From an optimization exercise on the open Yosys and OpenROAD flow, aimed at small area and a short achievable clock period; shortcuts taken in it are not production practice. RTL that was checked went through simulation tests only; none was proved equivalent to the original. Power and IR drop assume default switching activity.

job 8846:
==> flow/design.v <==
`timescale 1ns / 1ps
module xcore (
      input             clk,
      input             rst,
      output reg [8:0]  pc,
      input [31:0]      instruction,
      output            ram_sel,
      output            ram_we,
      output [8:0]      ram_addr,
      output [31:0]     ram_wdata,
      input [31:0]      ram_rdata,
      output            trap
      );
   reg [31:0] regB;
   reg [31:0] regf [0:15];
   reg [31:0] aa, pB;
   reg [2:0]  pC;
   reg        k_sub, k_shft, k_and, k_xor, k_hold, k_flags;
   wire [31:0] p  = aa ^ pB;
   wire [31:0] g  = aa & pB;
   reg  [31:0] gk, pk;
   integer l, j;
   always @* begin
      gk = g;
      pk = p;
      for (l = 1; l < 32; l = l * 2)
        for (j = 31; j >= l; j = j - 1) begin
           gk[j] = gk[j] | (pk[j] & gk[j-l]);
           pk[j] = pk[j] & pk[j-l];
        end
   end
   wire [31:0] c  = {gk[30:0], 1'b0};    
   wire [31:0] ps = p ^ {32{k_sub}};     
   wire shl = pB[31];                    
   reg [31:0] e;
   always @* begin
      if (k_shft)
        e = shl ? {aa[30:0], 1'b0} : {aa[31], aa[31:1]};
      else if (k_and)
        e = g;
      else if (k_xor)
        e = p;
      else
        e = aa;
   end
   wire sumop = !(k_shft || k_and || k_xor || k_hold);
   wire [31:0] x0 = sumop ? ps : e;
   wire [31:0] x1 = sumop ? ~ps : e;
   wire [31:0] regA;
   genvar k;
   generate for (k = 0; k < 32; k = k + 1) begin : sel
      assign regA[k] = c[k] ? x1[k] : x0[k];
   end endgenerate
   wire fx = k_sub ? ~(aa[31] & pB[31]) : (aa[31] | pB[31]);
   reg  [2:0] flags;
   always @* begin
      if (k_shft)
        flags = shl ? {aa[30], aa[31] ^ aa[30], aa[31]} : {aa[31], 2'b00};
      else if (k_and)
        flags = {g[31], 2'b00};
      else if (k_xor)
        flags = {p[31], 2'b00};
      else
        flags = c[31] ? {~ps[31], ~fx, fx} : {ps[31], 2'b00};
   end
   wire [2:0] regC = k_flags ? flags : pC;
   wire [3:0] op = instruction[31:28];
   wire op_sub  = op == 4'd2;
   wire op_shft = op == 4'd3;
   wire op_and  = op == 4'd4;
   wire op_xor  = op == 4'd5;
   wire op_ldih = op == 4'd7;
   wire alu     = op[3:1] == 3'b000 || op[3:1] == 3'b001 || op[3:1] == 3'b010;   
   wire load    = op == 4'd6 || op == 4'd7 || op == 4'd8 || op == 4'd10;
   wire store   = op == 4'd9 || op == 4'd11;
   wire branch  = op[3:2] == 2'b11;
   wire immop   = op == 4'd0 || op == 4'd3 || op == 4'd6 || op == 4'd7;
   wire busop   = op == 4'd1 || op == 4'd2 || op == 4'd4 || op == 4'd5 || op[3:2] == 2'b10;
   wire viab    = op[3:1] == 3'b101;   
   function [4:0] dec;    
      input [9:0] a;
      reg hi;
      begin
         hi = a[9] && a[8:5] == 4'd0;
         dec = {a[9] && !hi || hi && a[4] && a[3:1] != 3'd0,
                hi && !a[4], hi && a[4:0] == 5'd16, hi && a[4:0] == 5'd17, hi};
      end
   endfunction
   wire [4:0] di = dec(instruction[9:0]);
   wire [4:0] dh = dec(regA[9:0]);
   wire [4:0] db = dec(regB[9:0]);
   assign ram_sel   = viab ? !regB[9] : busop && !instruction[9];
   assign trap      = viab ? db[4] : busop && di[4];
   assign ram_we    = store;
   assign ram_addr  = viab ? regB[8:0] : instruction[8:0];
   assign ram_wdata = regA;
   wire is_rf = viab ? db[3] : di[3];
   wire is_rb = viab ? db[2] : op_ldih ? dh[2] : di[2];
   wire is_rc = viab ? db[1] : op_ldih ? dh[1] : di[1];
   wire [31:0] imm = op_ldih ? {instruction[15:0], regA[15:0]} : {{4{instruction[27]}}, instruction[27:0]};
   wire [3:0]  ra = viab ? regB[3:0] : instruction[3:0];
   wire [31:0] m0 = ra[3] ? (ra[2] ? regf[12] : regf[8]) : (ra[2] ? regf[4] : regf[0]);
   wire [31:0] m1 = ra[3] ? (ra[2] ? regf[13] : regf[9]) : (ra[2] ? regf[5] : regf[1]);
   wire [31:0] m2 = ra[3] ? (ra[2] ? regf[14] : regf[10]) : (ra[2] ? regf[6] : regf[2]);
   wire [31:0] m3 = ra[3] ? (ra[2] ? regf[15] : regf[11]) : (ra[2] ? regf[7] : regf[3]);
   wire [31:0] rf_rd = ra[1] ? (ra[0] ? m3 : m2) : (ra[0] ? m1 : m0);
   wire s_imm = immop && !is_rb && !is_rc;
   wire s_ram = ram_sel;
   wire s_rf  = busop && is_rf;
   wire [31:0] operand = ({32{is_rb}} & regB) | ({32{is_rc}} & {29'd0, regC}) |
                         ({32{s_imm}} & imm) | ({32{s_ram}} & ram_rdata) |
                         ({32{s_rf}} & rf_rd) | {32{branch}};
   wire a_zero = regA == 32'd0;
   wire taken = branch && (op[1] ? !a_zero : a_zero);
   always @(posedge clk, posedge rst)
     if (rst) begin
        pc <= 9'd0;
        regB <= 32'd0;
        aa <= 32'd0;
        pB <= 32'd0;
        pC <= 3'd0;
        {k_sub, k_shft, k_and, k_xor, k_hold, k_flags} <= 6'd0;
     end else begin
        pc <= taken ? (op[0] ? regB[8:0] : instruction[8:0]) : pc + 9'd1;
        aa <= load ? 32'd0 : op_sub ? ~regA : regA;
        pB <= operand;
        pC <= regC;
        k_sub   <= op_sub;
        k_shft  <= op_shft;
        k_and   <= op_and;
        k_xor   <= op_xor;
        k_hold  <= store;
        k_flags <= alu;
        if (store && is_rb)
          regB <= regA;
     end
   always @(posedge clk)
     if (store && is_rf)
       regf[ra] <= regA;
endmodule
export LEC_CHECK = 0
export ABC_AREA = 1
export CAP_MARGIN = 20
export CORE_MARGIN = 2
export CORE_UTILIZATION = 55
export SETUP_SLACK_MARGIN = 4.0
export SLEW_MARGIN = 20
export TNS_END_PERCENT = 5
create_clock -name core_clock -period 8.5 [get_ports {clk}]
standard.sh (not shown) runs the stock make flow with config.mk's settings and CLKGATE_MAP_FILE= SYNTH_SCRIPT=/design/flow/synth_recipe.tcl, a recipe that flattens the netlist after the stock synthesis.
==> flow/flow/run.sh <==
#!/bin/bash
# The standard ORFS layout (standard.sh), with extra ORFS settings:
# plain buffers on the ports and no dummy loads in the clock tree.
# make's output goes to flow_make.log; each ORFS step keeps its own log
# under orfs/logs/.
set -euo pipefail
bash standard.sh \
  "BUFFER_PORTS_ARGS=-buffer_cell sky130_fd_sc_hd__buf_2" \
  "CTS_ARGS=-sink_clustering_enable -repair_clock_nets -dont_use_dummy_load -buf_list sky130_fd_sc_hd__clkbuf_8" \
  finish > flow_make.log 2>&1
Job 8846: done, clean on timing, DRC and antenna
Here is what was changed in the inputs of job 3659 compared with job 8846.
-- flow/config.mk --
<<< job 8846, line 12
export SETUP_SLACK_MARGIN = 4.0
>>> job 3659, line 12
export SETUP_SLACK_MARGIN = 4.3
<<< job 8846, line 14
export TNS_END_PERCENT = 5
>>> job 3659, line 14
export TNS_END_PERCENT = 20
==> notes.md <==
Job 3659 and job 8846 all finish clean. Between job 8846 and job 3659, the count of placed standard cells including taps figures differ only marginally. Job 3659 ended up with more standard cells than job 8846. Job 3659 vs. job 8846: global routing usage on met2 went up by 3.9 points. The core of job 3659 is more densely filled than that of job 8846. The number of buffers added by the clock tree synthesis step of job 3659 falls short of that of job 8846 by 8. Comparing job 3659 and job 8846, depth of the critical timing path with buffers and inverters included is lower on job 8846.
The inputs of job 9115 differ from those of job 3659 as listed below.
-- flow/config.mk --
<<< job 3659, line 12
export SETUP_SLACK_MARGIN = 4.3
>>> job 9115, line 12
export SETUP_SLACK_MARGIN = 3.9
<<< job 3659, line 14
export TNS_END_PERCENT = 20
>>> job 9115, line 14
export TNS_END_PERCENT = 100
Findings:
The run showing the greater iteration count of the initial detailed-routing pass is job 9115. Job 9115 packs its core looser than job 3659. In job 9115 relative to job 3659, cell area had gone down by a little under 10%. Total length of routed wires improves in job 9115 relative to job 3659. | register-to-register slack | job 9115 vs job 3659 | worse |. Taking job 3659 as the reference, in job 9115 non-clock buffer area fraction after layout went down by 4.0 points; post-route minimum period has increased; combined global-route utilization of all metal layers has decreased.

Starts from the design.v that is shown in full above.
Settings: LEC_CHECK=0, ABC_AREA=1, CAP_MARGIN=20, CORE_MARGIN=2, CORE_UTILIZATION=55, SETUP_SLACK_MARGIN=3.8, SLEW_MARGIN=20, TNS_END_PERCENT=5; clock period 8.5 ns.
Scripts as last shown in full above: flow/flow/run.sh
Rerun with:
--- a/flow/flow/run.sh
+++ b/flow/flow/run.sh
@@ -8,3 +8,3 @@
   "BUFFER_PORTS_ARGS=-buffer_cell sky130_fd_sc_hd__buf_2" \
-  "CTS_ARGS=-sink_clustering_enable -repair_clock_nets -dont_use_dummy_load -buf_list sky130_fd_sc_hd__clkbuf_8" \
+  "CTS_ARGS=-sink_clustering_enable -repair_clock_nets -dont_use_dummy_load -buf_list sky130_fd_sc_hd__clkbuf_8 -sink_clustering_size 14 -sink_clustering_max_diameter 60" \
   finish > flow_make.log 2>&1
SETUP_SLACK_MARGIN = 3.9   (was 3.8)
TNS_END_PERCENT = 100   (was 5)
=> The new run passed the timing, DRC and antenna checks; count of clock-buffer cells in the layout drops by 47; cell area climbs by a few percent; synthesized area is unchanged; maximum frequency climbs by a few percent; power barely changes; core utilization climbs by 1.3 points; non-clock buffer count climbs by 50; final cell count barely changes; critical path depth climbs by 1; first-iteration DRC count drops by a few percent.

## rev 12
Another version of the RTL of xcore (not shown whole).
Size in the first run: ~3400 cells after synthesis, about 630 flip-flops, ~120 I/O pins, roughly 0.031 mm² of cells after synthesis.
Design xcore, start of the top module:
module xcore (
      input             clk,
      input             rst,
      output reg [8:0]  pc,
      input [31:0]      instruction,
      output            ram_sel,
      output            ram_we,
      output [8:0]      ram_addr,
      output [31:0]     ram_wdata,
      input [31:0]      ram_rdata,
      output            trap
      );
clock: 8.5 ns
lec_check: 0
abc_area: 1
cap_margin: 20
core_margin: 2
core_utilization: 55
setup_slack_margin: 4.0
slew_margin: 20
tns_end_percent: 100
==> flow/flow/run.sh <==
#!/bin/bash
# The standard ORFS layout (standard.sh), with extra ORFS settings:
# the output logic (modules xaddr_decoder and xregf, no registers) is kept
# as modules until ABC has mapped them, so their gates are not shared with
# the core's (synth_recipe.tcl flattens the design afterwards); plain buffers
# on the ports; no dummy loads in the clock tree.
# make's output goes to flow_make.log; each ORFS step keeps its own log
# under orfs/logs/.
set -euo pipefail
bash standard.sh \
  "SYNTH_KEEP_MODULES=xaddr_decoder xregf" \
  "BUFFER_PORTS_ARGS=-buffer_cell sky130_fd_sc_hd__buf_2" \
  "CTS_ARGS=-sink_clustering_enable -repair_clock_nets -dont_use_dummy_load -buf_list sky130_fd_sc_hd__clkbuf_8 -sink_clustering_size 14 -sink_clustering_max_diameter 60" \
  finish > flow_make.log 2>&1
Rev 12 finished every stage and its layout cleared the timing, DRC and antenna checks.
Input-level comparison between rev 13 and rev 12:
Settings: SETUP_SLACK_MARGIN changed from 4.0 to 4.1.
Results
Rev 12 was smaller in final cell area than rev 13. Rev 13 and rev 12 ended up with nearly the same clock power. Layout buffering overhead excluding clock cells sits higher in rev 13 than in rev 12. Critical path launch point = pB[31]: rev 12; critical path launch point = pB[18]: rev 13. Rev 13 against rev 12: final weighted congestion in routability-driven placement shows a reduction of about 0.5%; depth of the worst register-to-register path fell 1; number of cells on the critical path rose by 1; combinational cell fraction of total power picked up an extra 1.2 points. Compared with rev 12, rev 13 shows a higher number of setup buffers added after CTS.
No run of this note included a check of the RTL's function; only the layout flow was run.

Another version of the RTL of xcore (not shown whole).
For scale: roughly 2700 cells after synthesis, about 590 flip-flops, ~120 I/O pins, roughly 28000 sq um of cells after synthesis.
clock: 8.5 ns
lec_check: 0
abc_area: 1
cap_margin: 20
core_margin: 2
core_utilization: 55
setup_slack_margin: 3.5
slew_margin: 20
tns_end_percent: 100
==> flow/flow/run.sh <==
#!/bin/bash
# The standard ORFS layout (standard.sh), with extra ORFS settings:
# plain buffers on the ports and no dummy loads in the clock tree.
# make's output goes to flow_make.log; each ORFS step keeps its own log
# under orfs/logs/.
set -euo pipefail
bash standard.sh \
  "BUFFER_PORTS_ARGS=-buffer_cell sky130_fd_sc_hd__buf_2" \
  "CTS_ARGS=-sink_clustering_enable -repair_clock_nets -dont_use_dummy_load -buf_list sky130_fd_sc_hd__clkbuf_8" \
  finish > flow_make.log 2>&1
Change:
Settings changed: CORE_UTILIZATION 55 to 48, TNS_END_PERCENT 100 to 5.
Design area rises slightly.
Worst hold slack is about the same.
Critical path depth rises by 4.
Maximum frequency is about the same.
Wire length rises by a few percent.
Synthesized cell count does not change.

the baseline:
xcore, a different RTL version from the one above (not shown whole).
Size: roughly 3400 cells after synthesis, about 630 flip-flops, ~120 I/O pins, roughly 31000 sq um of cells after synthesis.
Settings: LEC_CHECK=0, ABC_AREA=1, CAP_MARGIN=20, CORE_MARGIN=2, CORE_UTILIZATION=55, SETUP_SLACK_MARGIN=4.1, SLEW_MARGIN=20, TNS_END_PERCENT=5; clock period 8.5 ns.
==> flow/flow/run.sh <==
#!/bin/bash
# The standard ORFS layout (standard.sh), with extra ORFS settings:
# the output logic (modules xaddr_decoder and xregf, no registers) is kept
# as modules until ABC has mapped them, so their gates are not shared with
# the core's (synth_recipe.tcl flattens the design afterwards); plain buffers
# on the ports; no dummy loads in the clock tree.
# make's output goes to flow_make.log; each ORFS step keeps its own log
# under orfs/logs/.
set -euo pipefail
bash standard.sh \
  "SYNTH_KEEP_MODULES=xaddr_decoder xregf" \
  "BUFFER_PORTS_ARGS=-buffer_cell sky130_fd_sc_hd__buf_2" \
  "CTS_ARGS=-sink_clustering_enable -repair_clock_nets -dont_use_dummy_load -buf_list sky130_fd_sc_hd__clkbuf_8 -sink_clustering_size 14 -sink_clustering_max_diameter 60" \
  finish > flow_make.log 2>&1
Per the final summary, the baseline finished and its layout is clean on timing, DRC and antenna.
--- input diff the baseline..the candidate ---
-- flow/config.mk --
<<< the baseline, line 12
export SETUP_SLACK_MARGIN = 4.1
>>> the candidate, line 12
export SETUP_SLACK_MARGIN = 4.3
<<< the baseline, line 14
export TNS_END_PERCENT = 5
>>> the candidate, line 14
export TNS_END_PERCENT = 100
--- outcome ---
- Signal arrival time at the worst endpoint is higher on the candidate
- Diff the baseline -> the candidate: depth of the most critical reg-to-reg path went up by 15, core utilization went up by 4.6 points, post-route standard cell area excluding fillers went up by 2600 sq um, global-route track usage on met1 went down by 1.3 points.
- Delta (the candidate minus the baseline): post-synthesis simple-gate area fraction stayed essentially flat, synthesized cell count roughly the same.
- Re non-clock buffer count: the candidate is about 70% up on the baseline.
- Compared to the baseline, the candidate shows a wider setup margin.
- Looking at required time of the critical path across the candidate and the baseline, the one that comes out lower is the baseline.

## pepper
RTL: one of the versions met above, not the one the previous note started from.
For scale: ~2100 cells after synthesis, roughly 590 flip-flops, roughly 120 I/O pins, ~26000 um^2 of cells after synthesis.
==> flow/config.mk <==
export PLATFORM = sky130hd
export DESIGN_NAME = xcore
export DESIGN_NICKNAME = xcore
export VERILOG_FILES = /design/flow/design.v
export SDC_FILE = /design/flow/constraint.sdc
export NUM_CORES = 4
export LEC_CHECK = 0
export CAP_MARGIN = 20
export CORE_MARGIN = 2
export CORE_UTILIZATION = 55
export SETUP_SLACK_MARGIN = 3.5
export SLEW_MARGIN = 20
export TNS_END_PERCENT = 5
==> flow/constraint.sdc <==
create_clock -name core_clock -period 8.5 [get_ports {clk}]
set_input_delay 1.7000 -clock core_clock [delete_from_list [all_inputs] [get_ports {clk}]]
set_output_delay 1.7000 -clock core_clock [all_outputs]
set_load 0.01 [all_outputs]
==> flow/flow/run.sh <==
#!/bin/bash
# The standard ORFS layout (standard.sh), with extra ORFS settings:
# synthesis with flow/synth.tcl (synth_recipe.tcl with another ABC script),
# plain buffers on the ports and no dummy loads in the clock tree.
# make's output goes to flow_make.log; each ORFS step keeps its own log
# under orfs/logs/.
set -euo pipefail
here=$(pwd)
export OWN_ABC_SCRIPT=$here/flow/abc.script
bash standard.sh \
  "SYNTH_SCRIPT=$here/flow/synth.tcl" \
  "BUFFER_PORTS_ARGS=-buffer_cell sky130_fd_sc_hd__buf_2" \
  "CTS_ARGS=-sink_clustering_enable -repair_clock_nets -dont_use_dummy_load -buf_list sky130_fd_sc_hd__clkbuf_8" \
  finish > flow_make.log 2>&1
==> flow/flow/abc.script <==
&get -n
&st
&dch
&nf
&put
buffer -c
topo
stime -c
upsize -c
dnsize -c
==> flow/flow/synth.tcl <==
# synth_recipe.tcl (the standard synthesis), with ABC's mapping script replaced
# by flow/abc.script. Registers are mapped before ABC runs, so they are the
# standard synthesis's.
proc synth {args} { yosys synth -nofsm -noshare {*}$args }
proc abc {args} {
  set i [lsearch -exact $args -script]
  if {$i >= 0} { lset args [expr {$i+1}] $::env(OWN_ABC_SCRIPT) }
  yosys abc {*}$args
}
source $::env(SCRIPTS_DIR)/synth.tcl
# left out here: clear keep_hierarchy, flatten, clean up, hide names made inside functions, write 1_2_yosys.v
pepper reached the final stage; the timing, DRC and antenna checks on its layout passed.
Input changes introduced in amber (baseline for comparison: pepper):
- ABC_AREA: unset -> 1
- CORE_UTILIZATION: 55 -> 62
==> flow/flow/run.sh <==
#!/bin/bash
# The standard ORFS layout (standard.sh), with extra ORFS settings:
# plain buffers on the ports and no dummy loads in the clock tree.
# make's output goes to flow_make.log; each ORFS step keeps its own log
# under orfs/logs/.
set -euo pipefail
bash standard.sh \
  "BUFFER_PORTS_ARGS=-buffer_cell sky130_fd_sc_hd__buf_2" \
  "CTS_ARGS=-sink_clustering_enable -repair_clock_nets -dont_use_dummy_load -buf_list sky130_fd_sc_hd__clkbuf_8" \
  finish > flow_make.log 2>&1
removed: flow/flow/abc.script
removed: flow/flow/synth.tcl
==> notes.md <==
- Total wirelength of the detailed-routed design (amber vs. pepper) increases by a few percent
- In amber the inserted tap cell count turned out 23 lower than in pepper.
- Share of the cycle needed by the critical path after routing in amber vs pepper: down 3.2 points
- Looking at met2 wire length, amber sits about 4% higher than pepper does.
- Looking at start point of the critical path, the instruction[29] result is from pepper; the instruction[30] one comes from amber.
- Going from pepper to amber, non-clock buffer count shrinks by 53.
- Delta (amber minus pepper): register share of the cell area has decreased; data arrival at the endpoint of the critical path has decreased.
- pepper -> amber: final weighted congestion in routability-driven placement increased by more than 10%
- Area after synthesis, pepper and amber, lower one = pepper.
- amber completed end to end with timing, DRC and antenna clean.
- From pepper to amber the numbers moved as follows: die height shrank by about 3.4%, total design power level.
Modified inputs, nickel compared to amber
- changing CORE_UTILIZATION from 62 to 55
==> flow/run.sh (new file) <==
#!/bin/bash
# synth_recipe.tcl (not shown) runs the flow's synth.tcl, then flattens the netlist and writes it again
# the make line also repeats each setting of config.mk as NAME=value (left out here)
make -C /OpenROAD-flow-scripts/flow DESIGN_CONFIG=/design/flow/config.mk WORK_HOME=/design/flow/orfs CLKGATE_MAP_FILE= SYNTH_SCRIPT=/design/flow/synth_recipe.tcl finish
removed: flow/flow/run.sh
removed: flow/standard.sh
### Flow results
Against amber, nickel reports a overall power after layout that is higher. Diff nickel..amber | clock transition at the registers of the reported paths | negligible. Diff amber -> nickel: combinational share of power fell by 0.6 points, routed wire length rose by 3.7%, non-clock buffer count rose by 6.4%, via count of the first global-routing pass fell by 181, final critical-path required period fell by 49 ps. Compared with amber, nickel shows area added between synthesis and finish higher by 6.0 points.
The following lists how zinc was set up differently from nickel:
- a change of SETUP_SLACK_MARGIN from 3.5 to 3.0
zinc ends up with lower global-route usage than nickel does.
Taking zinc over nickel, the non-clock buffer total of the final layout ratio works out to 0.875.
From zinc to nickel, post-detailed-placement cell area did not move at all.
Compared with nickel, zinc is the less power-hungry design.
zinc gives less maximum clock frequency than nickel did.
Between zinc and nickel, it is zinc whose sequential share of layout area is higher, by 1.3 points.
When the final numbers for zinc and nickel were put side by side, the number of setup buffers added after CTS turned out to be greater in nickel.
[inputs] maple vs zinc
- a change of SETUP_SLACK_MARGIN from 3.0 to 3.5
==> flow/flow/run.sh (new file) <==
#!/bin/bash
# The standard ORFS layout (standard.sh), with extra ORFS settings:
# plain buffers on the ports and no dummy loads in the clock tree.
# make's output goes to flow_make.log; each ORFS step keeps its own log
# under orfs/logs/.
set -euo pipefail
bash standard.sh \
  "BUFFER_PORTS_ARGS=-buffer_cell sky130_fd_sc_hd__buf_2" \
  "CTS_ARGS=-sink_clustering_enable -repair_clock_nets -dont_use_dummy_load -buf_list sky130_fd_sc_hd__clkbuf_8 -sink_clustering_size 18 -sink_clustering_max_diameter 60" \
  finish > flow_make.log 2>&1
==> flow/standard.sh (new file) <==
#!/bin/bash
# synth_recipe.tcl (not shown) runs the flow's synth.tcl, then flattens the netlist and writes it again
# the make line also repeats each setting of config.mk as NAME=value (left out here)
make -C /OpenROAD-flow-scripts/flow DESIGN_CONFIG=/design/flow/config.mk WORK_HOME=/design/flow/orfs CLKGATE_MAP_FILE= SYNTH_SCRIPT=/design/flow/synth_recipe.tcl "${@:-finish}"
removed: flow/run.sh
## What came out
Going from zinc to maple, cell count fell 22, internal power fell by 0.0010 W, post-route met1 wirelength rose by 1300 um, final total power went down by about 13%. Summary of the comparison: logic depth of the worst register-to-register path is higher in maple, relative to zinc. Worst setup slack before clock tree synthesis: maple > zinc. Wire: maple routes more than zinc. maple reports a higher part of the power in combinational logic than zinc does.
The following lists how juniper was set up differently from maple:
diff --git a/flow/flow/run.sh b/flow/flow/run.sh
--- a/flow/flow/run.sh
+++ b/flow/flow/run.sh
@@ -8,3 +8,3 @@
   "BUFFER_PORTS_ARGS=-buffer_cell sky130_fd_sc_hd__buf_2" \
-  "CTS_ARGS=-sink_clustering_enable -repair_clock_nets -dont_use_dummy_load -buf_list sky130_fd_sc_hd__clkbuf_8 -sink_clustering_size 18 -sink_clustering_max_diameter 60" \
+  "CTS_ARGS=-sink_clustering_enable -repair_clock_nets -dont_use_dummy_load -buf_list sky130_fd_sc_hd__clkbuf_8" \
   finish > flow_make.log 2>&1
### Flow results
Re non-clock buffer count: maple and juniper aren't equal, and the lower value belongs to juniper. Diff maple and juniper: highest cell delay on the worst timing path higher in maple. maple consumes less power than juniper. Per the comparison of juniper with maple, per-cell routed wire length went down by about 1.9%, met3 layer usage reported by global route was more or less identical. juniper vs. maple: fraction of cell area in non-clock buffers went down by 0.61 points.

## what the ideal ports hide
No port has a modelled driver above. Below, the same layouts with a new extraction and two added sets of constraints. Step 1 sets driving cells, clkbuf_16 on the clock port and buf_2 on the other inputs (assumed; they add their load-dependent delay and slew). Step 2, shift: input delay + t, output delay - t, t = (earliest + latest rising clock arrival at the registers) / 2. This alone moves slack from input paths to output paths. Three values: no drivers, after step 1, after step 2; two values: the first two.
run	t, ns	slack for setup (ns)	latest minus earliest clock arrival (ns)	slew at the worst register clock pin (ns)	pins driven straight from the clock port
job 8846	0.718	3.904 / 3.849 / 3.334	0.057 / 0.057	0.07 / 0.07	1
job 3659	0.717	4.026 / 3.880 / 3.461	0.065 / 0.065	0.07 / 0.07	1
job 9115	0.715	3.844 / 3.665 / 3.317	0.082 / 0.082	0.06 / 0.06	1
the first run of note 2	0.718	3.565 / 3.539 / 3.200	0.057 / 0.057	0.06 / 0.06	1
the second run of note 2	0.696	3.787 / 3.748 / 3.296	0.078 / 0.079	0.09 / 0.09	1
rev 12	0.697	3.973 / 3.914 / 3.500	0.077 / 0.077	0.10 / 0.10	1
rev 13	0.719	4.135 / 4.071 / 3.492	0.100 / 0.101	0.09 / 0.09	1
the first run of note 4	0.706	3.517 / 3.513 / 2.838	0.093 / 0.094	0.07 / 0.07	1
the second run of note 4	0.728	3.529 / 3.515 / 2.833	0.067 / 0.067	0.06 / 0.06	1
the baseline	0.696	3.896 / 3.839 / 3.285	0.128 / 0.128	0.10 / 0.10	1
the candidate	0.691	4.178 / 4.162 / 3.717	0.095 / 0.095	0.11 / 0.11	1
pepper	0.710	3.193 / 3.223 / 2.513	0.037 / 0.037	0.07 / 0.07	1
amber	0.705	3.466 / 3.503 / 2.798	0.068 / 0.068	0.07 / 0.07	1
nickel	0.695	3.515 / 3.519 / 2.861	0.015 / 0.015	0.07 / 0.07	1
zinc	0.688	3.119 / 3.092 / 2.529	0.018 / 0.018	0.07 / 0.07	1
maple	0.720	3.537 / 3.531 / 2.842	0.098 / 0.098	0.12 / 0.12	1
juniper	0.711	3.542 / 3.516 / 2.863	0.090 / 0.089	0.07 / 0.07	1
After both steps setup and hold are still met in every run listed. The setup slack of the second run of note 4, which loses most, moves by -0.014 ns with the drivers and by -0.696 ns with both steps.
